Background: an optimization exercise with open tools, aiming at small area and a short achievable clock period. Do not read the settings as production practice.
At most, simulation tests tie the RTL to the original design; equivalence was not proved.
Function not checked in runs 1 to 3: the RTL went through the layout flow alone.
No activity file was given, so power comes from the tool's default toggle rates.

## flow/design.v (module list and top-level ports; edited modules follow where they fit)
// module mul_sb4acc: 1055 lines
// module long_slow_div_denom_reg: 66 lines
// module mul_div_32: 98 lines
// module cpu_ahb_if: 41 lines
// module cpu_ahb_mem: 47 lines
// module csr_reg: 105 lines
// module ctrl: 32 lines
// module ex: 131 lines
// module ex_mem: 66 lines
// module id: 613 lines
// module id_ex: 105 lines
// module if_id: 25 lines
// module interrupt_ctrl: 91 lines
// module mem: 43 lines
// module mem_wb: 25 lines
// module pc_reg: 30 lines
// module regsfile: 37 lines
// module yadan_riscv: 412 lines
module yadan_riscv(
    input  wire             clk,
    input  wire             rst_n,
    input  wire [7:0]  int_flag_i,
    output wire             M0_HBUSREQ,      
    input  wire             M0_HGRANT,       
    output wire  [31:0]     M0_HADDR,        
    output wire  [ 1:0]     M0_HTRANS,       
    output wire  [ 2:0]     M0_HSIZE,        
    output wire  [ 2:0]     M0_HBURST,       
    output wire  [ 3:0]     M0_HPROT,       
    output wire             M0_HLOCK,       
    output wire             M0_HWRITE,       
    output wire  [31:0]     M0_HWDATA,      
    output wire             M1_HBUSREQ,
    input  wire             M1_HGRANT,
    output wire  [31:0]     M1_HADDR,
    output wire  [ 1:0]     M1_HTRANS,
    output wire  [ 2:0]     M1_HSIZE,
    output wire  [ 2:0]     M1_HBURST,
    output wire  [ 3:0]     M1_HPROT,
    output wire             M1_HLOCK,
    output wire             M1_HWRITE,
    output wire  [31:0]     M1_HWDATA,
    input  wire  [31:0]     M_HRDATA,       
    input  wire  [ 1:0]     M_HRESP,         
    input  wire             M_HREADY         
);
  // ...
==> flow/flow/run.sh <==
#!/bin/bash
set -euo pipefail
bash standard.sh SETUP_SLACK_MARGIN=6 "BUFFER_PORTS_ARGS=-buffer_cell sky130_fd_sc_hd__buf_4" finish > flow_make.log 2>&1
==> flow/standard.sh <==
#!/bin/bash
# synth_recipe.tcl (not shown) runs the flow's synth.tcl, then flattens the netlist and writes it again
# the make line also repeats each setting of config.mk as NAME=value (left out here)
make -C /OpenROAD-flow-scripts/flow DESIGN_CONFIG=/design/flow/config.mk WORK_HOME=/design/flow/orfs CLKGATE_MAP_FILE= SYNTH_SCRIPT=/design/flow/synth_recipe.tcl "${@:-finish}"
==> flow/config.mk <==
export PLATFORM = sky130hd
export DESIGN_NAME = yadan_riscv
export DESIGN_NICKNAME = yadan_riscv
export VERILOG_FILES = /design/flow/design.v
export SDC_FILE = /design/flow/constraint.sdc
export NUM_CORES = 8
export LEC_CHECK = 0
export CAP_MARGIN = 20
export CORE_MARGIN = 2
export CORE_UTILIZATION = 40
export SLEW_MARGIN = 20
==> flow/constraint.sdc <==
create_clock -name core_clock -period 11.0 [get_ports {clk}]
set_input_delay 2.2000 -clock core_clock [delete_from_list [all_inputs] [get_ports {clk}]]
set_output_delay 2.2000 -clock core_clock [all_outputs]
set_load 0.01 [all_outputs]
==> flow_metrics.env, run 1 <==
export IMPL_synth_compound_area_frac=0.1841
export IMPL_antennaDiodeCount=36
export IMPL_nClkBuffers=354
export IMPL_die_width_um=576.7
export IMPL_setup_violations=0
export IMPL_postCtsSetupRepairBufs=52
export IMPL_p_sw_uw=21090
export IMPL_min_path_type="reg -> reg"
export IMPL_mostFrequentLayoutCell="edfxtp_1"
export IMPL_worstHoldStart="u_mul_div_32.enable_in_d2"
export IMPL_setup_worst_path_end="u_id_ex.ex_operand2_o[1]"
export IMPL_final_nonclk_buf_share=0.04201
export IMPL_antenna_found_initial=43
export IMPL_cpPeakStageDelay_ns=0.73
export IMPL_finalCritPeriodShare=0.4740
export IMPL_cts_hold_buffers=0
export IMPL_dp_slack_ns=4.327
export IMPL_cts_sinks=2319
export IMPL_core_um2=326900
export IMPL_drv_slew=0
export IMPL_dr_wl_met2_um=253800
export IMPL_post_cts_resized=148
export IMPL_die_h_um=576.7
export IMPL_clockNetworkAreaShare=0.05950
export IMPL_drc=0
export IMPL_drive_above_1_share=0.1350
export IMPL_seq_cell_count=2319
export IMPL_seq_share=0.4348
export IMPL_r2r_start="u_if_id.inst_o[22]"
export IMPL_slowest_stage="nor2_4"
export IMPL_status="finished clean"
export IMPL_drv_cap=0
export IMPL_synth_simple_gate_area_frac=0.1074
export IMPL_synth_top_area_cell="edfxtp_1"
export IMPL_grt_pass1_wl_um=851800
export IMPL_power_frac_comb=0.534
export IMPL_drt_met1_wl_um=233100
export IMPL_synthAdderAreaFrac=0.07485
export IMPL_largest_register="u_regsfile.reg_Q"
export IMPL_utilization=0.4613
export IMPL_track_usage=0.3609
export IMPL_yosysWarningCount=49
export IMPL_synthTopCellsByCount="edfxtp_1, a22oi_1, nand2_1"
export IMPL_die_area_um2=332600
export IMPL_clock_path_buffers=4
==> inputs of run 2 (changes only) <==
--- a/flow/config.mk
+++ b/flow/config.mk
@@ -9,3 +9,4 @@
 export CORE_MARGIN = 2
 export CORE_UTILIZATION = 40
+export PLACE_DENSITY = 0.75
 export SLEW_MARGIN = 20
==> run 2 against run 1 <==
Worst setup slack got worse by 0.083 ns. Non-clock buffer count fell by 30. Combinational power barely moved. Design area decreased by 0.68%. Via count is 0.62% higher. Global-route usage is 1.9 points lower. Routed wire length shrank 4.8%. Total power down 0.37%. Cell count shrank 0.46%. Core utilization fell by 0.31 points. Synthesized area unchanged. Critical path depth is the same. Critical endpoint is now u_id_ex.ex_operand2_o[11]. Largest cell class unchanged.
==> flow_metrics.env, run 2 <==
export IMPL_status="finished clean"
export IMPL_cpPeakStageDelay_ns=1.06
export IMPL_cts_max_level=4
export IMPL_synth_edf_count=1706
export IMPL_die_h_um=576.7
export IMPL_cellPowerDensity_nw_per_um2=316.6
export IMPL_grt_pass1_wl_um=812700
export IMPL_crit_path_end_kind="register"
export IMPL_cts_hold_buffers=0
export IMPL_place_gp_congestion=1.033
export IMPL_internal_power_uw=26220
export IMPL_path_cells="buf_4 -> or3b_2 -> nor2_4 -> buf_4 -> a22oi_1 -> and3_1 -> nand4_1 -> nor3_1 -> o41ai_1 -> a221oi_1 -> o21ai_0"
export IMPL_syn_avg_cell_area_um2=11.03
export IMPL_p_sw_uw=21190
export IMPL_start_util=0.4014
export IMPL_synthTopCellsByCount="edfxtp_1, a22oi_1, nand2_1"
export IMPL_cts_sinks=2319
export IMPL_clock_path_buffers=4
export IMPL_clkTransAtPathRegs_ns=0.06
export IMPL_overflow=0
export IMPL_min_path_type="reg -> reg"
export IMPL_routedWlPerCell_um=35.77
export IMPL_p_seq_frac=0.272
export IMPL_totalWireLength_um=593200
export IMPL_drv_slew=0
export IMPL_setup_slack_ns=5.702
export IMPL_cts_root_buf="clkbuf_16"
export IMPL_ys_seq_area_frac=0.4995
export IMPL_slowest_stage="a221oi_1"
export IMPL_track_usage=0.3418
export IMPL_antenna_left=0
export IMPL_ys_flop_type="edfxtp_1"
export IMPL_power_frac_comb=0.541
export IMPL_crit_type="reg -> reg"
export IMPL_critical_path_most_common_cell="buf_4"
export IMPL_clock_latency_ns=1.06
export IMPL_die_area_um2=332600
export IMPL_place_port_buffers=145
export IMPL_clock_fmax_mhz=188.8
export IMPL_worstPathRequired_ns=11.59
export IMPL_grt_pass1_vias=106600
export IMPL_synth_top_cell_area_share=0.3905
export IMPL_fin_area_um2=149800
export IMPL_place_area_um2=138500
export IMPL_dp_hpwl_um=374500
export IMPL_cts_tree="built"
export IMPL_slew_headroom=0.04077
export IMPL_area_growth_pct=14.16
export IMPL_ir_drop_uv=781.5
export IMPL_path_buf_inv=2
export IMPL_ys_ff_latch=2319
export IMPL_utilization=0.4582
export IMPL_crit_family="compound AO/OA/AOI/OAI gates"
export IMPL_io_pins=205
export IMPL_cp_max_fo=32
export IMPL_crit_arrival_ns=5.89
export IMPL_drv_cap=0
export IMPL_largest_register_ffs=992
export IMPL_mostFrequentLayoutCell="edfxtp_1"
export IMPL_p_sw_frac=0.4470
export IMPL_layout_nets=12650
export IMPL_fin_tns_setup_ns=0
export IMPL_p_leak_uw=0.05651
export IMPL_first_pass_iters=14
export IMPL_synth_area_um2=131200
export IMPL_fin_crit_ns=5.298
export IMPL_drc=0
export IMPL_power_uw=47410
export IMPL_rsz0062_at_grt="yes"
export IMPL_antenna_found_initial=39
export IMPL_dp_slack_ns=4.253
export IMPL_grt_start_max_net_pins=149
export IMPL_power_frac_clock=0.187
export IMPL_vias=115200
export IMPL_yosys_top_cells_area="edfxtp_1, dfrtp_1, a22oi_1, fa_1, dfxtp_1"
export IMPL_core_um2=326900
export IMPL_viasPerCell=6.947
export IMPL_yosysWarningCount=49
export IMPL_final_cell_mix="edfxtp_1, a22oi_1, nand2_1"
export IMPL_fin_skew_ns=0.1633
export IMPL_largest_register="u_regsfile.reg_Q"
export IMPL_reg_top3="u_regsfile.reg_Q (992), u_mul_div_32.long_slow_div_denom_reg_i.L_num (65)"
export IMPL_syn_instance_count=11890
export IMPL_synthArstFlopShare=0.1751
export IMPL_die_width_um=576.7
export IMPL_final_hold_viol_count=0
export IMPL_drive_above_1_share=0.1327
export IMPL_cts_buffers=245
export IMPL_dr_first_iter_drc_count=24900
export IMPL_synth_most_common_cell="edfxtp_1"
export IMPL_tightest_slew_ns=1.424
export IMPL_synth_top_area_cell="edfxtp_1"
export IMPL_num_rows=210
export IMPL_finalCritPeriodShare=0.4816
export IMPL_setup_violations=0
export IMPL_yosys_cell_types_count=100
export IMPL_cp_start_kind="register"
## run 2: routing by layer
metal / up-vias / track usage / wire length, µm
met5: - / 0.002582 / 393
met4: 38 / 0.2050 / 49360
met3: 2960 / 0.1531 / 103900
met2: 11610 / 0.4819 / 238800
met1: 55380 / 0.4283 / 200800
li1: 45200 / - / -
## run 2: stage by stage
stage                     cells  hold slack, ns
after floorplan           11940          0.3312
after global placement    15970          0.3338
after detailed placement  15970          0.3379
after CTS                 16470          0.3509
after global routing      16560          0.3795
final                     16580          0.3486
## run 2: area by class of cell
cell class              instances  area [µm²]
diodes                         26       65.06
inverters                     621        2409
repair buffers                657        5899
flip-flops and latches       2319       65550
clock buffers                 303        6626
multi-input cells            8154       61910
fillers                     29370      177100
repair inverters                1       7.507
clock inverters               155        1847
well taps                    4346        5438
## run 2: worst paths after layout
check,endpoint,from,slack [ns],cells after the start
max,u_id_ex.ex_operand2_o[11],u_if_id.inst_o[24],5.70,11
min,u_mul_div_32.enable_in_d3,u_mul_div_32.enable_in_d2,0.35,0
max reg2reg,u_id_ex.ex_operand2_o[11],u_if_id.inst_o[24],5.70,11
min reg2reg,u_mul_div_32.enable_in_d3,u_mul_div_32.enable_in_d2,0.35,0
max in group asynchronous,u_interrupt_ctrl.we_o,rst_n,7.59,3
min in group asynchronous,u_ex_mem.mem_memaddr_o[12],rst_n,1.20,1
## run 2: worst register-to-register path: stages (launching register included)
cell      delay [ns]
dfrtp_2         0.53
buf_4           0.53
or3b_2          0.41
nor2_4          0.04
buf_4           0.41
a22oi_1         0.27
and3_1          0.19
nand4_1         0.10
nor3_1          0.84
o41ai_1         0.23
a221oi_1        1.06
o21ai_0         0.30
## run 2: logic make-up after synthesis
group	count (synthesis)	synth area share
AND/OR/NAND/NOR	2910	0.1074
adder cells (fa/ha/maj)	606	0.07485
AO/OA/AOI/OAI	3400	0.1841
buffers and inverters	1473	0.04439
XOR/XNOR	825	0.05545
flip-flops	2319	0.4995
other	2	0.00005725
multiplexers	354	0.03424
## run 2: power groups by stage
stage	registers (µW)	clock network [µW]	logic, µW
detailed placement	13200	0	23900
finish	12900	8880	25600
CTS	13000	8830	24400
global route	12900	9170	28300
global placement	13100	0	23300
floorplan	12400	0	15900
## run 2: what timing repair did
| item | in CTS | in global routing |
|---|---|---|
| setup endpoints to repair | 409 | 248 |
| cloned | 6 | 10 |
| buffers inserted | 35 | 52 |
| pin swaps | 18 | 37 |
| resized for setup | 133 | 105 |
==> module if_id, before the edit <==
module if_id(
    input   wire        clk,  
    input   wire        rst_n,
    input   wire[31:0]      pc_i,    
    input   wire[31:0]          inst_i,  
    input   wire                stalled_i,
    input   wire                flush_i,
    output  reg[31:0]       pc_o,
    output  reg[31:0]           inst_o
);
    always @(posedge clk or negedge rst_n) begin
        if (rst_n == 1'b0) begin
            pc_o    <= 32'h00000000;
            inst_o  <= 32'h00000000;
        end else begin
            if (flush_i == 1) begin
                pc_o    <= 32'h00000000;
                inst_o  <= 32'h00000000;
            end else if (stalled_i == 1'b0) begin
                pc_o    <= pc_i;
                inst_o  <= inst_i;
            end  
        end
    end
endmodule
==> module regsfile, before the edit <==
module regsfile
(
    input   wire        clk,
    input   wire        rst_n,
    input   wire                we_i,
    input   wire[4:0]   waddr_i,
    input   wire[31:0]       wdata_i,
    input   wire[4:0]   raddr1_i,
    output  wire[31:0]       rdata1_o,
    input   wire[4:0]   raddr2_i,
    output  wire[31:0]       rdata2_o
);
    reg [31:0]   reg_Q [1:32-1];
    reg [32-1:1] valid;
    genvar i;
    generate
        for (i = 1; i < 32; i = i + 1) begin : g_reg
            always @(posedge clk) begin
                if (we_i && waddr_i == i)
                    reg_Q[i] <= wdata_i;
            end
            always @(posedge clk or negedge rst_n) begin
                if (rst_n == 1'b0)
                    valid[i] <= 1'b0;
                else if (we_i && waddr_i == i)
                    valid[i] <= 1'b1;
            end
        end
    endgenerate
    wire [31:0] word1 = reg_Q[raddr1_i];
    wire [31:0] word2 = reg_Q[raddr2_i];
    wire [32-1:0] valid0 = {valid, 1'b0};
    assign rdata1_o = (raddr1_i == waddr_i && we_i) ? wdata_i :
                      (word1 & {32{valid0[raddr1_i]}});
    assign rdata2_o = (raddr2_i == waddr_i && we_i) ? wdata_i :
                      (word2 & {32{valid0[raddr2_i]}});
endmodule  
==> module yadan_riscv, before the edit <==
module yadan_riscv(
    input  wire             clk,
    input  wire             rst_n,
    input  wire [7:0]  int_flag_i,
    output wire             M0_HBUSREQ,      
    input  wire             M0_HGRANT,       
    output wire  [31:0]     M0_HADDR,        
    output wire  [ 1:0]     M0_HTRANS,       
    output wire  [ 2:0]     M0_HSIZE,        
    output wire  [ 2:0]     M0_HBURST,       
    output wire  [ 3:0]     M0_HPROT,       
    output wire             M0_HLOCK,       
    output wire             M0_HWRITE,       
    output wire  [31:0]     M0_HWDATA,      
    output wire             M1_HBUSREQ,
    input  wire             M1_HGRANT,
    output wire  [31:0]     M1_HADDR,
    output wire  [ 1:0]     M1_HTRANS,
    output wire  [ 2:0]     M1_HSIZE,
    output wire  [ 2:0]     M1_HBURST,
    output wire  [ 3:0]     M1_HPROT,
    output wire             M1_HLOCK,
    output wire             M1_HWRITE,
    output wire  [31:0]     M1_HWDATA,
    input  wire  [31:0]     M_HRDATA,       
    input  wire  [ 1:0]     M_HRESP,         
    input  wire             M_HREADY         
);
    assign  M0_HPROT = 4'h0;            
    assign  M1_HPROT = 4'h0;
    assign  M0_HLOCK = 1'b0;            
    assign  M1_HLOCK = 1'b0;
    wire[31:0]           rom_addr;    
    wire                    rom_ce;      
    wire[31:0]           rom_data;    
    wire[31:0]           ram_addr;    
    wire                    ram_ce;
    wire                    ram_we;
    wire[2:0]               ram_sel;
    wire[31:0]           ram_wdata;
    wire[31:0]           ram_rdata;   
    wire[31:0]      if_pc;
    wire[31:0]      if_id_pc;
    wire[31:0]          if_id_inst;
    wire                    id_reg1_read;
    wire                    id_reg2_read;
    wire[4:0]       id_reg1_addr;
    wire[4:0]       id_reg2_addr;
    wire[31:0]           reg1_data;
    wire[31:0]           reg2_data;
    wire[31:0]      id_pc;
    wire[31:0]          id_inst;
    wire[5:0]         id_aluop;
    wire[3:0]        id_alusel;
    wire[31:0]           id_operand1;
    wire[31:0]           id_operand2;
    wire                    id_wreg;
    wire[4:0]       id_wreg_addr;
    wire                    id_wcsr;
    wire[31:0]           id_csr_data;
    wire[31:0]      id_wcsr_addr;
    wire[31:0]      id_ex_pc;
    wire[31:0]          id_ex_inst;
    wire[5:0]         id_ex_aluop;
    wire[36:0]              id_ex_dec;
    wire[3:0]        id_ex_alusel;
    wire[31:0]           id_ex_operand1;
    wire[31:0]           id_ex_operand2;
    wire                    id_ex_wreg;
    wire[4:0]       id_ex_wreg_addr;
    wire                    id_ex_wcsr;
    wire[31:0]           id_ex_csr_data;
    wire[31:0]      id_ex_wcsr_addr;
    wire                    muldiv_start;
    wire[31:0]           dividend;        
    wire[31:0]           divisor;        
    wire                    mul0_div1;
    wire                    x_signed0_unsigned1;
    wire                    y_signed0_unsigned1;
    wire[63:0]     muldiv_result;
    wire                    muldiv_done;
    wire                    ex_branch_flag;
    wire[31:0]           ex_branch_addr;
    wire                    ex_wreg;
    wire[4:0]       ex_wreg_addr;
    wire[31:0]           ex_wreg_data;
    wire[5:0]         ex_aluop;
    wire[31:0]      ex_memaddr;
    wire[31:0]           ex_operand2;
    wire                    ex_mem_wreg;
    wire[4:0]       ex_mem_wreg_addr;
    wire[31:0]           ex_mem_wreg_data;
    wire[5:0]         ex_mem_aluop;
    wire[31:0]      ex_mem_memaddr;
    wire[31:0]           ex_mem_operand2;
    wire                    ex_mem_ce;
    wire[1:0]               ex_mem_align;
    wire[4:0]               ex_mem_ld;
    wire                    ex_mem_we;
    wire[2:0]               ex_mem_sel;
    wire                    mem_wreg;
    wire[4:0]       mem_wreg_addr;
    wire[31:0]           mem_wreg_data;
    wire                    wb_wreg;
    wire[4:0]       wb_wreg_addr;
    wire[31:0]           wb_wreg_data;
    wire[4:0]               stall;  
    wire[4:0]               flush;
    wire                    stallreq_from_id;
    wire                    stallreq_from_mem;
    wire                    stallreq_from_if;
    wire                    stallreq_from_interrupt;
    wire[31:0]           csr_data;
    wire[31:0]           csr_interrupt_data;
    wire[31:0]           csr_mtvec;    
    wire[31:0]           csr_mepc;     
    wire[31:0]           csr_mstatus; 
    wire global_int_en;
    wire[31:0]      id_rcsr_addr;
    wire                    ex_wcsr;
    wire[31:0]      ex_wcsr_addr;
    wire[31:0]           ex_wcsr_data;
    wire interrupt_we_o;
    wire[31:0] interrupt_waddr_o;
    wire[31:0] interrupt_data_o;
    wire[31:0] interrupt_int_addr_o;
    wire interrupt_int_assert_o;
    pc_reg u_pc_reg(
        .clk                (clk),
        .rst_n              (rst_n),
        .PCchange_enable_i  (~ram_ce),
        .ex_branch_flag_i   (ex_branch_flag),
        .ex_branch_addr_i   (ex_branch_addr),
        .stalled_i          (stall[0]),
        .flush_i            (flush[0]),
        .pc_o               (if_pc),
        .ce_o               (rom_ce)
    );
    assign  rom_addr  =  if_pc;   
    if_id u_if_id(
        .clk                (clk),
        .rst_n              (rst_n),
        .pc_i               (if_pc),
        .inst_i             (rom_data),
        .stalled_i          (stall[1]),
        .flush_i            (flush[1]),
        .pc_o               (if_id_pc),
        .inst_o             (if_id_inst)
    );
    id u_id(
        .pc_i               (if_id_pc),
        .inst_i             (if_id_inst),
        .reg1_data_i        (reg1_data),
        .reg2_data_i        (reg2_data),
        .ex_wreg_i          (ex_wreg),
        .ex_wreg_addr_i     (ex_wreg_addr),
        .ex_wreg_data_i     (ex_wreg_data),
        .ex_aluop_i         (ex_aluop),
        .mem_wreg_i         (mem_wreg),
        .mem_wreg_addr_i    (mem_wreg_addr),
        .mem_wreg_data_i    (mem_wreg_data),
        .csr_data_i         (csr_data),
        .rcsr_addr_o        (id_rcsr_addr),
        .reg1_read_o        (id_reg1_read),
        .reg2_read_o        (id_reg2_read),
        .reg1_addr_o        (id_reg1_addr),
        .reg2_addr_o        (id_reg2_addr),
        .stallreq_o         (stallreq_from_id),
        .pc_o               (id_pc),
        .inst_o             (id_inst),
        .aluop_o            (id_aluop),
        .alusel_o           (id_alusel),
        .operand1_o         (id_operand1),
        .operand2_o         (id_operand2),
        .wreg_o             (id_wreg),
        .wreg_addr_o        (id_wreg_addr),
        .csr_data_o         (id_csr_data),
        .wcsr_o             (id_wcsr),
        .wcsr_addr_o        (id_wcsr_addr)
    );
    regsfile u_regsfile(
        .clk                (clk),
        .rst_n              (rst_n),
        .we_i               (wb_wreg),
        .waddr_i            (wb_wreg_addr),
        .wdata_i            (wb_wreg_data),
        .raddr1_i           (id_reg1_addr),
        .rdata1_o           (reg1_data),
        .raddr2_i           (id_reg2_addr),
        .rdata2_o           (reg2_data)
    );
    id_ex u_id_ex(
        .clk                (clk),
        .rst_n              (rst_n),
        .id_pc_i            (id_pc),
        .id_inst_i          (id_inst),
        .id_aluop_i         (id_aluop),
        .id_alusel_i        (id_alusel),
        .id_operand1_i      (id_operand1),
        .id_operand2_i      (id_operand2),
        .id_wreg_i          (id_wreg),
        .id_wreg_addr_i     (id_wreg_addr),
        .id_csr_data_i      (id_csr_data),
        .id_wcsr_i          (id_wcsr),
        .id_wcsr_addr_i     (id_wcsr_addr),
        .stalled_i          (stall[2]),
        .flush_i            (flush[2]),
        .data_hold_i        (stallreq_from_mem | muldiv_start),
        .ex_pc_o            (id_ex_pc),
        .ex_inst_o          (id_ex_inst),
        .ex_aluop_o         (id_ex_aluop),
        .ex_dec_o           (id_ex_dec),
        .ex_alusel_o        (id_ex_alusel),
        .ex_operand1_o      (id_ex_operand1),
        .ex_operand2_o      (id_ex_operand2),
        .ex_wreg_o          (id_ex_wreg),
        .ex_wreg_addr_o     (id_ex_wreg_addr),
        .ex_csr_data_o      (id_ex_csr_data),
        .ex_wcsr_o          (id_ex_wcsr),
        .ex_wcsr_addr_o     (id_ex_wcsr_addr)
    );
    ex u_ex(
        .int_assert_i(interrupt_int_assert_o),
        .int_addr_i(interrupt_int_addr_o),
        .pc_i               (id_ex_pc),
        .inst_i             (id_ex_inst),
        .aluop_i            (id_ex_aluop),
        .dec_i              (id_ex_dec),
        .alusel_i           (id_ex_alusel),
        .operand1_i         (id_ex_operand1),
        .operand2_i         (id_ex_operand2),
        .wreg_i             (id_ex_wreg),
        .wreg_addr_i        (id_ex_wreg_addr),
        .csr_data_i         (id_ex_csr_data),
        .wcsr_i             (id_ex_wcsr),
        .wcsr_addr_i        (id_ex_wcsr_addr),
        .muldiv_result_i    (muldiv_result),
        .muldiv_done_i      (muldiv_done),
        .muldiv_start_o     (muldiv_start),
        .muldiv_dividend_o  (dividend),
        .muldiv_divisor_o   (divisor),
        .mul_or_div_o       (mul0_div1),
        .muldiv_reg1_sign_o (x_signed0_unsigned1),
        .muldiv_reg2_sign_o (y_signed0_unsigned1),
        .wreg_o             (ex_wreg),
        .wreg_addr_o        (ex_wreg_addr),
        .wreg_data_o        (ex_wreg_data),
        .aluop_o            (ex_aluop),
        .memaddr_o          (ex_memaddr),
        .operand2_o         (ex_operand2),
        .wcsr_o             (ex_wcsr),
        .wcsr_addr_o        (ex_wcsr_addr),
        .wcsr_data_o        (ex_wcsr_data),
        .branch_flag_o      (ex_branch_flag),
        .branch_addr_o      (ex_branch_addr)
    );
    mul_div_32 u_mul_div_32(
        .clk                (clk),
        .reset_n            (rst_n),
        .enable_in          (muldiv_start),
        .x                  (dividend),
        .y                  (divisor),
        .mul0_div1          (mul0_div1),
        .x_signed0_unsigned1(x_signed0_unsigned1),
        .y_signed0_unsigned1(y_signed0_unsigned1),
        .enable_out         (muldiv_done),
        .z                  (muldiv_result)
    );
    ex_mem u_ex_mem(
        .clk                (clk),
        .rst_n              (rst_n),
        .ex_wreg_i          (ex_wreg),
        .ex_wreg_addr_i     (ex_wreg_addr),
        .ex_wreg_data_i     (ex_wreg_data),
        .ex_aluop_i         (ex_aluop),
        .ex_memaddr_i       (ex_memaddr),
        .ex_operand2_i      (ex_operand2),
        .stalled_i          (stall[3]),
        .flush_i            (flush[3]),
        .data_load_i        (~stallreq_from_mem | id_ex_dec[7] | interrupt_int_assert_o),
        .mem_wreg_o         (ex_mem_wreg),
        .mem_wreg_addr_o    (ex_mem_wreg_addr),
        .mem_wreg_data_o    (ex_mem_wreg_data),
        .mem_aluop_o        (ex_mem_aluop),
        .mem_ce_o           (ex_mem_ce),
        .mem_align_o        (ex_mem_align),
        .mem_we_o           (ex_mem_we),
        .mem_sel_o          (ex_mem_sel),
        .mem_ld_o           (ex_mem_ld),
        .mem_memaddr_o      (ex_mem_memaddr),
        .mem_operand2_o     (ex_mem_operand2)
    );
    mem u_mem(
        .wreg_i             (ex_mem_wreg),
        .wreg_addr_i        (ex_mem_wreg_addr),
        .wreg_data_i        (ex_mem_wreg_data),
        .aluop_i            (ex_mem_aluop),
        .memaddr_i          (ex_mem_memaddr),
        .operand2_i         (ex_mem_operand2),
        .align_i            (ex_mem_align),
        .ce_i               (ex_mem_ce),
        .we_i               (ex_mem_we),
        .sel_i              (ex_mem_sel),
        .ld_i               (ex_mem_ld),
        .ram_data_i         (ram_rdata),
        .ram_addr_o         (ram_addr),
        .ram_we_o           (ram_we),
        .ram_data_o         (ram_wdata),
        .ram_sel_o          (ram_sel),
        .ram_ce_o           (ram_ce),
        .wreg_o             (mem_wreg),
        .wreg_addr_o        (mem_wreg_addr),
        .wreg_data_o        (mem_wreg_data)
    );
    mem_wb u_mem_wb(
        .clk                (clk),
        .rst_n              (rst_n),
        .mem_wreg_i         (mem_wreg),
        .mem_wreg_addr_i    (mem_wreg_addr),
        .mem_wreg_data_i    (mem_wreg_data),
        .stalled_i          (stall[4]),
        .flush_i            (flush[4]),
        .wb_wreg_o          (wb_wreg),
        .wb_wreg_addr_o     (wb_wreg_addr),
        .wb_wreg_data_o     (wb_wreg_data)
    );
    ctrl u_ctrl(
        .stallreq_from_id_i         (stallreq_from_id),
        .stallreq_from_ex_i         (muldiv_start),
        .stallreq_from_mem_i        (stallreq_from_mem),
        .stallreq_from_if_i         (stallreq_from_if),
        .stallreq_from_interrupt_i  (stallreq_from_interrupt),
        .ex_branch_flag_i           (ex_branch_flag),    
        .stalled_o                  (stall),
        .flush_o                    (flush)
    );
    csr_reg u_csr_reg(
        .clk                (clk),
        .rst_n              (rst_n),
        .we_i               (ex_wcsr),
        .waddr_i            (ex_wcsr_addr), 
        .wdata_i            (ex_wcsr_data),
        .raddr_i            (id_rcsr_addr),
        .rdata_o            (csr_data),
        .global_int_en_o        (global_int_en),
        .interrupt_csr_mtvec    (csr_mtvec),
        .interrupt_csr_mepc     (csr_mepc),
        .interrupt_csr_mstatus  (csr_mstatus),
        .interrupt_we_i(interrupt_we_o),
        .interrupt_waddr_i(interrupt_waddr_o),
        .interrupt_data_i(interrupt_data_o)
    );
   interrupt_ctrl u_interrupt_ctrl(
        .clk                (clk),
        .rst_n              (rst_n),
        .int_flag_i         (int_flag_i),
        .inst_i             (id_inst),
        .inst_addr_i        (id_pc),
        .branch_flag_i      (ex_branch_flag),
        .branch_addr_i      (ex_branch_addr),
        .muldiv_start_i     (muldiv_start),
        .pc_i               (if_pc),
        .global_int_en_i    (global_int_en),
        .csr_mtvec          (csr_mtvec),
        .csr_mepc           (csr_mepc),
        .csr_mstatus        (csr_mstatus),
        .we_o               (interrupt_we_o),
        .waddr_o            (interrupt_waddr_o),
        .data_o             (interrupt_data_o),
        .int_addr_o         (interrupt_int_addr_o),
        .int_assert_o       (interrupt_int_assert_o),
        .stallreq_interrupt_o(stallreq_from_interrupt)
   );
    cpu_ahb_if u_cpu_ahb_if(
        .clk                (clk),
        .rst_n              (rst_n),
        .cpu_addr_i         (rom_addr),
        .cpu_ce_i           (rom_ce),
        .M_HGRANT           (M1_HGRANT),
        .M_HRDATA           (M_HRDATA),
        .cpu_readdata_o     (rom_data),
        .M_HBUSREQ          (M1_HBUSREQ),
        .M_HADDR            (M1_HADDR),
        .M_HTRANS           (M1_HTRANS),
        .M_HSIZE            (M1_HSIZE),
        .M_HBURST           (M1_HBURST),
        .M_HWRITE           (M1_HWRITE),
        .M_HWDATA           (M1_HWDATA),
        .stallreq           (stallreq_from_if)
    );
    cpu_ahb_mem u_cpu_ahb_mem(
        .clk                (clk),
        .rst_n              (rst_n),
        .cpu_addr_i         (ram_addr),
        .cpu_ce_i           (ram_ce),
        .cpu_we_i           (ram_we),
        .cpu_writedata_i    (ram_wdata),
        .cpu_sel_i          (ram_sel),
        .M_HGRANT           (M0_HGRANT),
        .M_HRDATA           (M_HRDATA),
        .M_HREADY           (M_HREADY),
        .cpu_readdata_o     (ram_rdata),
        .M_HBUSREQ          (M0_HBUSREQ),
        .M_HADDR            (M0_HADDR),
        .M_HTRANS           (M0_HTRANS),
        .M_HSIZE            (M0_HSIZE),
        .M_HBURST           (M0_HBURST),
        .M_HWRITE           (M0_HWRITE),
        .M_HWDATA           (M0_HWDATA),
        .stallreq           (stallreq_from_mem)
    );
endmodule  
==> inputs of run 3 (changes only) <==
--- a/flow/design.v
+++ b/flow/design.v
@@ -2363,5 +2363,5 @@
 endmodule  
 module if_id(
-    input   wire        clk,  
+    input   wire        clk,
     input   wire        rst_n,
     input   wire[31:0]      pc_i,    
@@ -2370,18 +2370,31 @@
     input   wire                flush_i,
     output  reg[31:0]       pc_o,
-    output  reg[31:0]           inst_o
+    output  reg[31:0]           inst_o,
+    output  reg[32-1:1]        rs1_sel_o,
+    output  reg[32-1:1]        rs2_sel_o
 );
+    function [32-1:1] onehot(input [4:0] a);
+        integer k;
+        for (k = 1; k < 32; k = k + 1)
+            onehot[k] = (a == k);
+    endfunction
     always @(posedge clk or negedge rst_n) begin
         if (rst_n == 1'b0) begin
-            pc_o    <= 32'h00000000;
-            inst_o  <= 32'h00000000;
+            pc_o      <= 32'h00000000;
+            inst_o    <= 32'h00000000;
+            rs1_sel_o <= 31'b0;
+            rs2_sel_o <= 31'b0;
         end else begin
             if (flush_i == 1) begin
-                pc_o    <= 32'h00000000;
-                inst_o  <= 32'h00000000;
+                pc_o      <= 32'h00000000;
+                inst_o    <= 32'h00000000;
+                rs1_sel_o <= 31'b0;
+                rs2_sel_o <= 31'b0;
             end else if (stalled_i == 1'b0) begin
-                pc_o    <= pc_i;
-                inst_o  <= inst_i;
-            end  
+                pc_o      <= pc_i;
+                inst_o    <= inst_i;
+                rs1_sel_o <= onehot(inst_i[19:15]);
+                rs2_sel_o <= onehot(inst_i[24:20]);
+            end
         end
     end
@@ -2583,16 +2596,18 @@
     input   wire[4:0]   waddr_i,
     input   wire[31:0]       wdata_i,
-    input   wire[4:0]   raddr1_i,
+    input   wire[32-1:1]   rsel1_i,
     output  wire[31:0]       rdata1_o,
-    input   wire[4:0]   raddr2_i,
+    input   wire[32-1:1]   rsel2_i,
     output  wire[31:0]       rdata2_o
 );
-    reg [31:0]   reg_Q [1:32-1];
+    reg [31:0]     reg_Q [1:32-1];
     reg [32-1:1] valid;
+    wire [32-1:1] wen;
     genvar i;
     generate
         for (i = 1; i < 32; i = i + 1) begin : g_reg
+            assign wen[i] = we_i && (waddr_i == i);
             always @(posedge clk) begin
-                if (we_i && waddr_i == i)
+                if (wen[i])
                     reg_Q[i] <= wdata_i;
             end
@@ -2600,16 +2615,23 @@
                 if (rst_n == 1'b0)
                     valid[i] <= 1'b0;
-                else if (we_i && waddr_i == i)
+                else if (wen[i])
                     valid[i] <= 1'b1;
             end
         end
     endgenerate
-    wire [31:0] word1 = reg_Q[raddr1_i];
-    wire [31:0] word2 = reg_Q[raddr2_i];
-    wire [32-1:0] valid0 = {valid, 1'b0};
-    assign rdata1_o = (raddr1_i == waddr_i && we_i) ? wdata_i :
-                      (word1 & {32{valid0[raddr1_i]}});
-    assign rdata2_o = (raddr2_i == waddr_i && we_i) ? wdata_i :
-                      (word2 & {32{valid0[raddr2_i]}});
+    wire [32-1:1] s1 = rsel1_i & valid;
+    wire [32-1:1] s2 = rsel2_i & valid;
+    reg  [31:0] word1, word2;
+    integer k;
+    always @(*) begin
+        word1 = 32'b0;
+        word2 = 32'b0;
+        for (k = 1; k < 32; k = k + 1) begin
+            word1 = word1 | (reg_Q[k] & {32{s1[k]}});
+            word2 = word2 | (reg_Q[k] & {32{s2[k]}});
+        end
+    end
+    assign rdata1_o = (|(rsel1_i & wen)) ? wdata_i : word1;
+    assign rdata2_o = (|(rsel2_i & wen)) ? wdata_i : word2;
 endmodule  
 module yadan_riscv(
@@ -2657,4 +2679,6 @@
     wire[31:0]      if_id_pc;
     wire[31:0]          if_id_inst;
+    wire[32-1:1]       if_id_rs1_sel;
+    wire[32-1:1]       if_id_rs2_sel;
     wire                    id_reg1_read;
     wire                    id_reg2_read;
@@ -2760,5 +2784,7 @@
         .flush_i            (flush[1]),
         .pc_o               (if_id_pc),
-        .inst_o             (if_id_inst)
+        .inst_o             (if_id_inst),
+        .rs1_sel_o          (if_id_rs1_sel),
+        .rs2_sel_o          (if_id_rs2_sel)
     );
     id u_id(
@@ -2799,7 +2825,7 @@
         .waddr_i            (wb_wreg_addr),
         .wdata_i            (wb_wreg_data),
-        .raddr1_i           (id_reg1_addr),
+        .rsel1_i            (if_id_rs1_sel),
         .rdata1_o           (reg1_data),
-        .raddr2_i           (id_reg2_addr),
+        .rsel2_i            (if_id_rs2_sel),
         .rdata2_o           (reg2_data)
     );
--- a/flow/config.mk
+++ b/flow/config.mk
@@ -9,4 +9,3 @@
 export CORE_MARGIN = 2
 export CORE_UTILIZATION = 40
-export PLACE_DENSITY = 0.75
 export SLEW_MARGIN = 20
==> run 3 against run 2 <==
Routed wire length up 6.1%. Register-to-register slack better by 0.22 ns. Largest cell class unchanged. Sequential cell count grew 62. Maximum frequency is 4.4% higher. Combinational power fell by 89%. Non-clock buffer count increased by 18. Global-route usage is 1.3 points higher. Critical path depth increased by 3. Sequential share of layout area is essentially flat. Synthesized area increased by 2.4%. Clock-buffer cell count increased by 45.
==> flow_metrics.env, run 3 <==
export IMPL_core_um2=334000
export IMPL_drive_above_1_share=0.1355
export IMPL_first_pass_iters=13
export IMPL_cts_sinks=2381
export IMPL_synth_top_area_cell="edfxtp_1"
export IMPL_clock_path_buffers=4
export IMPL_slew_headroom=0.1684
export IMPL_die_width_um=583.6
export IMPL_path_buf_inv=5
export IMPL_crit_family="adder cells"
export IMPL_finalCritPeriodShare=0.4612
export IMPL_cp_start_kind="register"
export IMPL_crit_path_end_kind="register"
export IMPL_slowest_stage="nor3_1"
export IMPL_dp_hpwl_um=399200
export IMPL_synthTopCellsByCount="edfxtp_1, nand2_1, a22oi_1"
export IMPL_cts_max_level=5
export IMPL_yosys_cell_types_count=116
export IMPL_ys_ff_latch=2381
export IMPL_fillers=30190
export IMPL_largest_register="u_regsfile.reg_Q"
export IMPL_fin_skew_ns=0.07480
export IMPL_clock_latency_ns=0.95
export IMPL_start_util=0.4023
export IMPL_synthArstFlopShare=0.1966
export IMPL_yosysWarningCount=17
export IMPL_clkTransAtPathRegs_ns=0.06
export IMPL_viasPerCell=6.971
export IMPL_cpPeakStageDelay_ns=0.65
export IMPL_track_usage=0.3550
export IMPL_setup_slack_ns=5.927
export IMPL_place_gp_congestion=1.042
export IMPL_io_pins=205
export IMPL_final_hold_viol_count=0
export IMPL_worstPathRequired_ns=11.80
export IMPL_final_cell_mix="edfxtp_1, nand2_1, a22oi_1"
export IMPL_overflow=0
export IMPL_path_cells="buf_4 -> inv_1 -> nor3_1 -> a21oi_1 -> nor2_2 -> buf_4 -> a22oi_1 -> xnor2_1 -> fa_1 -> inv_1 -> fa_1 -> fa_1 -> inv_1 -> fa_1"
export IMPL_ys_flop_type="edfxtp_1"
export IMPL_synth_most_common_cell="edfxtp_1"
export IMPL_routedWlPerCell_um=37.76
export IMPL_grt_pass1_vias=110000
export IMPL_cts_buffers=273
export IMPL_synth_edf_count=1706
export IMPL_mostFrequentLayoutCell="edfxtp_1"
export IMPL_ff_latch_area_um2=67110
export IMPL_grt_start_max_net_pins=162
export IMPL_reg_top3="u_regsfile.reg_Q (992), u_mul_div_32.long_slow_div_denom_reg_i.L_num (65)"
export IMPL_drv_cap=0
export IMPL_ys_seq_area_frac=0.4993
export IMPL_synth_area_um2=134400
export IMPL_tightest_slew_ns=1.238
export IMPL_drv_slew=0
export IMPL_largest_register_ffs=992
export IMPL_critical_path_most_common_cell="fa_1"
export IMPL_dr_first_iter_drc_count=22070
export IMPL_die_area_um2=340600
export IMPL_syn_instance_count=11960
export IMPL_multi_input_area_um2=62840
export IMPL_fin_crit_ns=5.073
export IMPL_totalWireLength_um=629300
export IMPL_cts_hold_buffers=0
export IMPL_antenna_left=0
export IMPL_cts_root_buf="clkbuf_16"
export IMPL_dp_slack_ns=4.179
export IMPL_whs_ns=0.3656
export IMPL_syn_avg_cell_area_um2=11.23
export IMPL_setup_violations=0
export IMPL_drc=0
export IMPL_crit_arrival_ns=5.88
export IMPL_layout_nets=12690
export IMPL_crit_type="reg -> reg"
export IMPL_p_leak_uw=0.05581
export IMPL_cts_tree="built"
export IMPL_rsz0062_at_grt="yes"
export IMPL_vias=116200
export IMPL_synth_top_cell_area_share=0.3813
export IMPL_grt_pass1_wl_um=859100
export IMPL_min_path_type="reg -> reg"
export IMPL_cellPowerDensity_nw_per_um2=147.6
export IMPL_clock_fmax_mhz=197.1
export IMPL_fin_tns_setup_ns=0
export IMPL_die_h_um=583.6
export IMPL_cp_max_fo=33
export IMPL_antenna_found_initial=34
export IMPL_num_rows=212
export IMPL_status="finished clean"
export IMPL_ir_drop_uv=121.5
export IMPL_place_port_buffers=145
export IMPL_area_growth_pct=13.99
export IMPL_yosys_top_cells_area="edfxtp_1, dfrtp_1, fa_1, a22oi_1, dfxtp_1"
## run 3: changes by cell type in the layout (fill, tap and decap cells not counted), sizes merged, moves of 60 or more
cell	change
nor4	-67
a22o	+284
dfrtp	+62
nand3	+69
nand2	-194
and2	+60
nor2	-104
a221oi	+239
a21oi	-83
a22oi	-375
## run 3: cell type report
cell class,count,area share
clock inverter,145,0.01081
clock buffer,348,0.04895
timing repair buffer,675,0.04013
sequential,2381,0.4381
inverter,616,0.01539
tap,4387,0.03584
multi-input combinational,8084,0.4103
timing repair inverter,1,0.00004902
antenna,27,0.0004411
## run 3: through the flow
step | cells | power, µW | cell area [µm²] | util
2_1_floorplan | 12020 | 11880 | 134900 | -
3_3_place_gp | 15970 | 12930 | 141000 | 0.4221
3_5_place_dp | 15980 | 12950 | 141000 | 0.4222
4_1_cts | 16530 | 22440 | 151500 | 0.4537
5_1_grt | 16640 | 23100 | 153100 | 0.4585
6_report | 16660 | 22610 | 153200 | 0.4586
## run 3: layer usage
metal / vias to the layer above / routed length, µm / share of wire / track usage
met1: 57450 / 229700 / 0.37 / 0.4656
met4: 28 / 48630 / 0.077 / 0.2197
met3: 2394 / 96360 / 0.15 / 0.1281
li1: 45770 / - / - / -
met2: 10530 / 254200 / 0.40 / 0.4963
met5: - / 364 / 0.00058 / 0
## run 3: cells by family after synthesis
| family | after synthesis | share of synthesized area |
|---|---|---|
| adders and majority gates | 606 | 0.07308 |
| and+or+nand+nor | 2733 | 0.1028 |
| buffers and inverters | 1558 | 0.04650 |
| AOI/OAI and AO/OA | 3514 | 0.1926 |
| other | 2 | 0.00005589 |
| muxes | 356 | 0.03202 |
| xor gates and xnor gates | 813 | 0.05367 |
| DFF | 2381 | 0.4993 |
## run 3: power by group
part | internal, µW | total [µW] | switching [µW]
Clock | 5540 | 9540 | 4000
Combinational | 962 | 2860 | 1900
Sequential | 9810 | 10200 | 394
Total | 16300 | 22600 | 6300
## run 3: timing repair
action | in CTS | in global routing
pin swaps | 9 | 26
setup endpoints to repair | 548 | 350
resized for setup | 134 | 78
cloned | 11 | 7
setup buffers | 53 | 86
## run 3: final timing paths
path                                           start                         to  slack (ns)  depth (start not counted)
hold / removal             u_mul_div_32.enable_in_d2  u_mul_div_32.enable_in_d3        0.37                          0
setup / recovery           u_id_ex.ex_operand2_o[16]    u_mul_div_32.prod_s[27]        5.93                         14
setup reg to reg           u_id_ex.ex_operand2_o[16]    u_mul_div_32.prod_s[27]        5.93                         14
max in group asynchronous                      rst_n        u_id_ex.ex_dec_o[9]        7.30                          3
hold reg to reg            u_mul_div_32.enable_in_d2  u_mul_div_32.enable_in_d3        0.37                          0
min in group asynchronous                      rst_n           u_mul_div_32.ph2        1.19                          1
## run 3: worst reg2reg max path: cells and delay by family (launching register included)
kind                       cells  cell delay [ns]
AOI/OAI and AO/OA              2             0.42
xor gates and xnor gates       1             0.19
adders and majority gates      4             2.07
buffers and inverters          5             1.16
DFF                            1             0.35
and+or+nand+nor                2             0.76
==> inputs of run 4 (changes only) <==
--- a/flow/design.v
+++ b/flow/design.v
@@ -2371,11 +2371,13 @@
     output  reg[31:0]       pc_o,
     output  reg[31:0]           inst_o,
-    output  reg[32-1:1]        rs1_sel_o,
-    output  reg[32-1:1]        rs2_sel_o
+    output  reg[11:0]               rs1_sel_o,
+    output  reg[11:0]               rs2_sel_o
 );
-    function [32-1:1] onehot(input [4:0] a);
+    function [11:0] predec(input [4:0] a);
         integer k;
-        for (k = 1; k < 32; k = k + 1)
-            onehot[k] = (a == k);
+        begin
+            for (k = 0; k < 8; k = k + 1) predec[4 + k] = (a[4:2] == k);
+            for (k = 0; k < 4; k = k + 1) predec[k] = (a[1:0] == k);
+        end
     endfunction
     always @(posedge clk or negedge rst_n) begin
@@ -2383,17 +2385,17 @@
             pc_o      <= 32'h00000000;
             inst_o    <= 32'h00000000;
-            rs1_sel_o <= 31'b0;
-            rs2_sel_o <= 31'b0;
+            rs1_sel_o <= 12'b0;
+            rs2_sel_o <= 12'b0;
         end else begin
             if (flush_i == 1) begin
                 pc_o      <= 32'h00000000;
                 inst_o    <= 32'h00000000;
-                rs1_sel_o <= 31'b0;
-                rs2_sel_o <= 31'b0;
+                rs1_sel_o <= 12'b0;
+                rs2_sel_o <= 12'b0;
             end else if (stalled_i == 1'b0) begin
                 pc_o      <= pc_i;
                 inst_o    <= inst_i;
-                rs1_sel_o <= onehot(inst_i[19:15]);
-                rs2_sel_o <= onehot(inst_i[24:20]);
+                rs1_sel_o <= predec(inst_i[19:15]);
+                rs2_sel_o <= predec(inst_i[24:20]);
             end
         end
@@ -2596,7 +2598,7 @@
     input   wire[4:0]   waddr_i,
     input   wire[31:0]       wdata_i,
-    input   wire[32-1:1]   rsel1_i,
+    input   wire[11:0]          rsel1_i,
     output  wire[31:0]       rdata1_o,
-    input   wire[32-1:1]   rsel2_i,
+    input   wire[11:0]          rsel2_i,
     output  wire[31:0]       rdata2_o
 );
@@ -2620,6 +2622,13 @@
         end
     endgenerate
-    wire [32-1:1] s1 = rsel1_i & valid;
-    wire [32-1:1] s2 = rsel2_i & valid;
+    wire [32-1:1] sel1, sel2;
+    generate
+        for (i = 1; i < 32; i = i + 1) begin : g_sel
+            assign sel1[i] = rsel1_i[4 + i / 4] & rsel1_i[i % 4];
+            assign sel2[i] = rsel2_i[4 + i / 4] & rsel2_i[i % 4];
+        end
+    endgenerate
+    wire [32-1:1] s1 = sel1 & valid;
+    wire [32-1:1] s2 = sel2 & valid;
     reg  [31:0] word1, word2;
     integer k;
@@ -2632,6 +2641,6 @@
         end
     end
-    assign rdata1_o = (|(rsel1_i & wen)) ? wdata_i : word1;
-    assign rdata2_o = (|(rsel2_i & wen)) ? wdata_i : word2;
+    assign rdata1_o = (|(sel1 & wen)) ? wdata_i : word1;
+    assign rdata2_o = (|(sel2 & wen)) ? wdata_i : word2;
 endmodule  
 module yadan_riscv(
@@ -2679,6 +2688,6 @@
     wire[31:0]      if_id_pc;
     wire[31:0]          if_id_inst;
-    wire[32-1:1]       if_id_rs1_sel;
-    wire[32-1:1]       if_id_rs2_sel;
+    wire[11:0]              if_id_rs1_sel;
+    wire[11:0]              if_id_rs2_sel;
     wire                    id_reg1_read;
     wire                    id_reg2_read;
==> run 4 against run 3 <==
Critical endpoint is now u_id_ex.ex_operand1_o[6]. Worst hold slack got worse by 0.029 ns. Register-to-register slack improved by 0.02 ns. Non-clock buffer count decreased by 96. Still clean. Synthesized cell count decreased by 1.8%. Sequential power about the same. Sequential share of layout area increased by 0.69 points. Routed wire length decreased by 5.6%. Maximum frequency increased by 0.35%.
==> flow_metrics.env, run 4 <==
export IMPL_regToRegSetupSlack_ns=5.94
export IMPL_synth_edf_count=1706
export IMPL_synthTopCellsByCount="edfxtp_1, nand2_1, a22oi_1"
export IMPL_synth_most_common_cell="edfxtp_1"
export IMPL_final_cell_mix="edfxtp_1, nand2_1, a22oi_1"
export IMPL_clock_fmax_mhz=197.8
export IMPL_met3_length_um=84280
export IMPL_cts_tree="built"
export IMPL_yosys_top_cells_area="edfxtp_1, dfrtp_1, a22oi_1, fa_1, dfxtp_1"
export IMPL_cpPeakStageDelay_ns=0.75
export IMPL_num_rows=210
export IMPL_worstPathRequired_ns=11.66
export IMPL_io_pins=205
export IMPL_final_hold_viol_count=0
export IMPL_ys_ff_latch=2343
export IMPL_cellPowerDensity_nw_per_um2=143.5
export IMPL_reg_top3="u_regsfile.reg_Q (992), u_mul_div_32.long_slow_div_denom_reg_i.L_num (65)"
export IMPL_cts_hold_buffers=0
export IMPL_rsz0062_at_grt="no"
export IMPL_yosys_cell_types_count=114
export IMPL_grt_start_max_net_pins=151
export IMPL_rr_worst_depth=15
export IMPL_cts_sinks=2343
export IMPL_setup_slack_ns=5.945
export IMPL_routedWlPerCell_um=36.33
export IMPL_first_pass_iters=13
export IMPL_setup_worst_path_end="u_id_ex.ex_operand1_o[6]"
export IMPL_layout_nets=12410
export IMPL_r2r_start="u_mem_wb.wb_wreg_addr_o[3]"
export IMPL_grt_pass1_vias=106400
export IMPL_syn_avg_cell_area_um2=11.14
export IMPL_clkTransAtPathRegs_ns=0.06
export IMPL_fin_crit_ns=5.055
export IMPL_overflow=0
export IMPL_crit_type="reg -> reg"
export IMPL_cts_buffers=269
export IMPL_cts_max_level=5
export IMPL_ir_drop_uv=130.1
export IMPL_die_area_um2=331900
export IMPL_dp_hpwl_um=373700
export IMPL_drc=0
export IMPL_antenna_left=0
export IMPL_setup_violations=0
export IMPL_die_h_um=576.1
export IMPL_die_width_um=576.1
export IMPL_vias=112100
export IMPL_largest_register_ffs=992
export IMPL_ys_seq_area_frac=0.5052
export IMPL_viasPerCell=6.860
export IMPL_dp_slack_ns=4.429
export IMPL_ff_latch_area_um2=66160
export IMPL_min_path_type="reg -> reg"
export IMPL_finalCritPeriodShare=0.4596
export IMPL_core_um2=326600
export IMPL_place_gp_congestion=1.069
export IMPL_antenna_found_initial=51
export IMPL_crit_arrival_ns=5.71
export IMPL_largest_register="u_regsfile.reg_Q"
export IMPL_drv_cap=0
export IMPL_startpoint="u_mem_wb.wb_wreg_addr_o[3]"
export IMPL_power_uw=21340
export IMPL_multi_input_area_um2=60650
export IMPL_status="finished clean"
export IMPL_cts_root_buf="clkbuf_16"
export IMPL_synth_top_cell_area_share=0.3913
export IMPL_critical_path_most_common_cell="buf_4"
export IMPL_slew_headroom=0.1408
export IMPL_drt_met1_wl_um=209600
export IMPL_ys_flop_type="edfxtp_1"
export IMPL_fin_tns_setup_ns=0
export IMPL_synth_top_area_cell="edfxtp_1"
export IMPL_cp_start_kind="register"
export IMPL_fin_skew_ns=0.07990
export IMPL_synth_area_um2=130900
export IMPL_synthArstFlopShare=0.1835
export IMPL_clock_latency_ns=0.96
export IMPL_r2r_end="u_id_ex.ex_operand1_o[6]"
export IMPL_dr_wl_met2_um=247500
export IMPL_start_util=0.4009
export IMPL_drv_slew=0
export IMPL_p_leak_uw=0.05362
export IMPL_totalWireLength_um=593800
export IMPL_tightest_slew_ns=1.289
export IMPL_grt_pass1_wl_um=818900
export IMPL_clock_path_buffers=4
export IMPL_slowest_stage="nor4_1"
export IMPL_yosysWarningCount=17
export IMPL_cp_max_fo=35
export IMPL_track_usage=0.3452
export IMPL_maxUsedRoutingLayer="met5"
export IMPL_drive_above_1_share=0.1233
export IMPL_fillers=29570
export IMPL_place_port_buffers=145
export IMPL_dr_first_iter_drc_count=20890
export IMPL_mostFrequentLayoutCell="edfxtp_1"
export IMPL_path_cells="buf_4 -> nand2_4 -> nor2_4 -> buf_4 -> a222oi_1 -> o22ai_1 -> a21oi_2 -> buf_6 -> nand3_4 -> buf_4 -> buf_4 -> nor4_1 -> o31ai_1 -> a222oi_1 -> inv_1"
export IMPL_area_growth_pct=13.55
export IMPL_crit_path_end_kind="register"
export IMPL_syn_instance_count=11750
## run 4: cell types whose count changed after synthesis, moves of 45 or more
| cell | before | now |
|---|---|---|
| nand3_1 | 338 | 208 |
| nand2_1 | 823 | 937 |
| o21ai_0 | 466 | 545 |
| nor2_1 | 454 | 522 |
| and2_1 | 123 | 63 |
| nand4_1 | 158 | 218 |
| mux2_2 | 107 | 62 |
## run 4: cells by family (layout without fill, tap and decap cells)
family	after synthesis	count (layout)	synth area share
adder cells (fa/ha/maj)	606	606	0.07500
flip-flops	2343	2343	0.5052
other	2	89	0.00005736
multiplexers	287	287	0.02588
AND/OR/NAND/NOR	2712	2715	0.1006
buffers and inverters	1549	1704	0.04681
AO/OA/AOI/OAI	3454	3455	0.1927
XOR/XNOR	799	799	0.05374
## run 4: per-layer routing
layer  vias up  track usage
li1      44570            -
met5         -    0.0004304
met3      2737       0.1181
met4        38       0.2428
met2      9775       0.5029
met1     55010       0.4288
## run 4: critical path, delay by kind of cell (launching register included)
family | cells | cell delay [ns]
buffers and inverters | 6 | 1.52
AOI/OAI and AO/OA | 5 | 1.48
and+or+nand+nor | 4 | 1.13
DFF | 1 | 0.56
## run 4: through the flow
step	util	cell area (µm²)	hold WS [ns]	cells
global route	0.4550	148600	0.3496	16320
global placement	0.4212	137600	0.3315	15730
CTS	0.4508	147200	0.3320	16250
detailed placement	0.4212	137600	0.3347	15730
floorplan	-	131400	0.3312	11810
finish	0.4552	148700	0.3362	16340
## run 4: report_power, final
part	leakage, µW	switching, µW	total (µW)	internal [µW]
registers	0.0214	375	10000	9670
clock network	0.00418	3860	8970	5110
logic	0.0281	1530	2330	795
total	0.0536	5770	21300	15600
## run 4: final cells by class
| type | instances | share of cell area |
|---|---|---|
| diodes | 32 | 0.0005387 |
| clock buffers | 370 | 0.05040 |
| clock inverters | 114 | 0.007482 |
| inverters | 640 | 0.01637 |
| multi-input cells | 7919 | 0.4080 |
| flip-flops and latches | 2343 | 0.4450 |
| well taps | 4346 | 0.03658 |
| repair buffers | 579 | 0.03563 |
| repair inverters | 1 | 0.00003367 |
## run 4: timing repair
item | 4_1_cts | 5_1_grt
gates cloned | 8 | 6
setup buffers | 31 | 38
gates resized for setup | 133 | 111
setup endpoints to repair | 410 | 340
pin swaps | 9 | 20
## run 4: worst min path at each step
stage	start	endpoint	slack [ns]	depth (start not counted)
after floorplan	u_mul_div_32.enable_in_d2	u_mul_div_32.enable_in_d3	0.33	0
after global placement	u_mul_div_32.enable_in_d2	u_mul_div_32.enable_in_d3	0.33	0
after detailed placement	u_mul_div_32.enable_in_d2	u_mul_div_32.enable_in_d3	0.33	0
after CTS	u_mul_div_32.enable_in_d2	u_mul_div_32.enable_in_d3	0.33	0
after global routing	u_mul_div_32.enable_in_d2	u_mul_div_32.enable_in_d3	0.35	0
final	u_mul_div_32.enable_in_d2	u_mul_div_32.enable_in_d3	0.34	0

## re-timing with driven ports
How much do the figures lean on ideal ports? The routed layouts below were timed once more, with nothing changed but the port constraints.
Step 1: set_driving_cell puts a clkbuf_16 on clk and a buf_2 on each other input, an assumption about the parent block.
Step 2, shift: input delay + t, output delay - t, t = (earliest + latest rising clock arrival at the registers) / 2. This alone moves slack from input paths to output paths.
Slacks: ideal / step 1 / step 2; pairs: ideal / step 1.
run | t, ns | setup WS [ns] | worst setup path at the end | cell pins on the clock port's net
run 1 | 1.042 | 5.786 / 5.786 / 5.088 | input to register | 1
run 2 | 1.087 | 5.702 / 5.702 / 4.976 | input to register | 1
run 3 | 1.038 | 5.927 / 5.917 / 5.226 | input to register | 1
run 4 | 1.040 | 5.945 / 5.945 / 5.302 | input to register | 1
After both steps setup and hold are still met in every run listed. For run 2, which loses most, drivers alone change the setup slack by 0.000 ns; drivers and shift together by -0.726 ns.
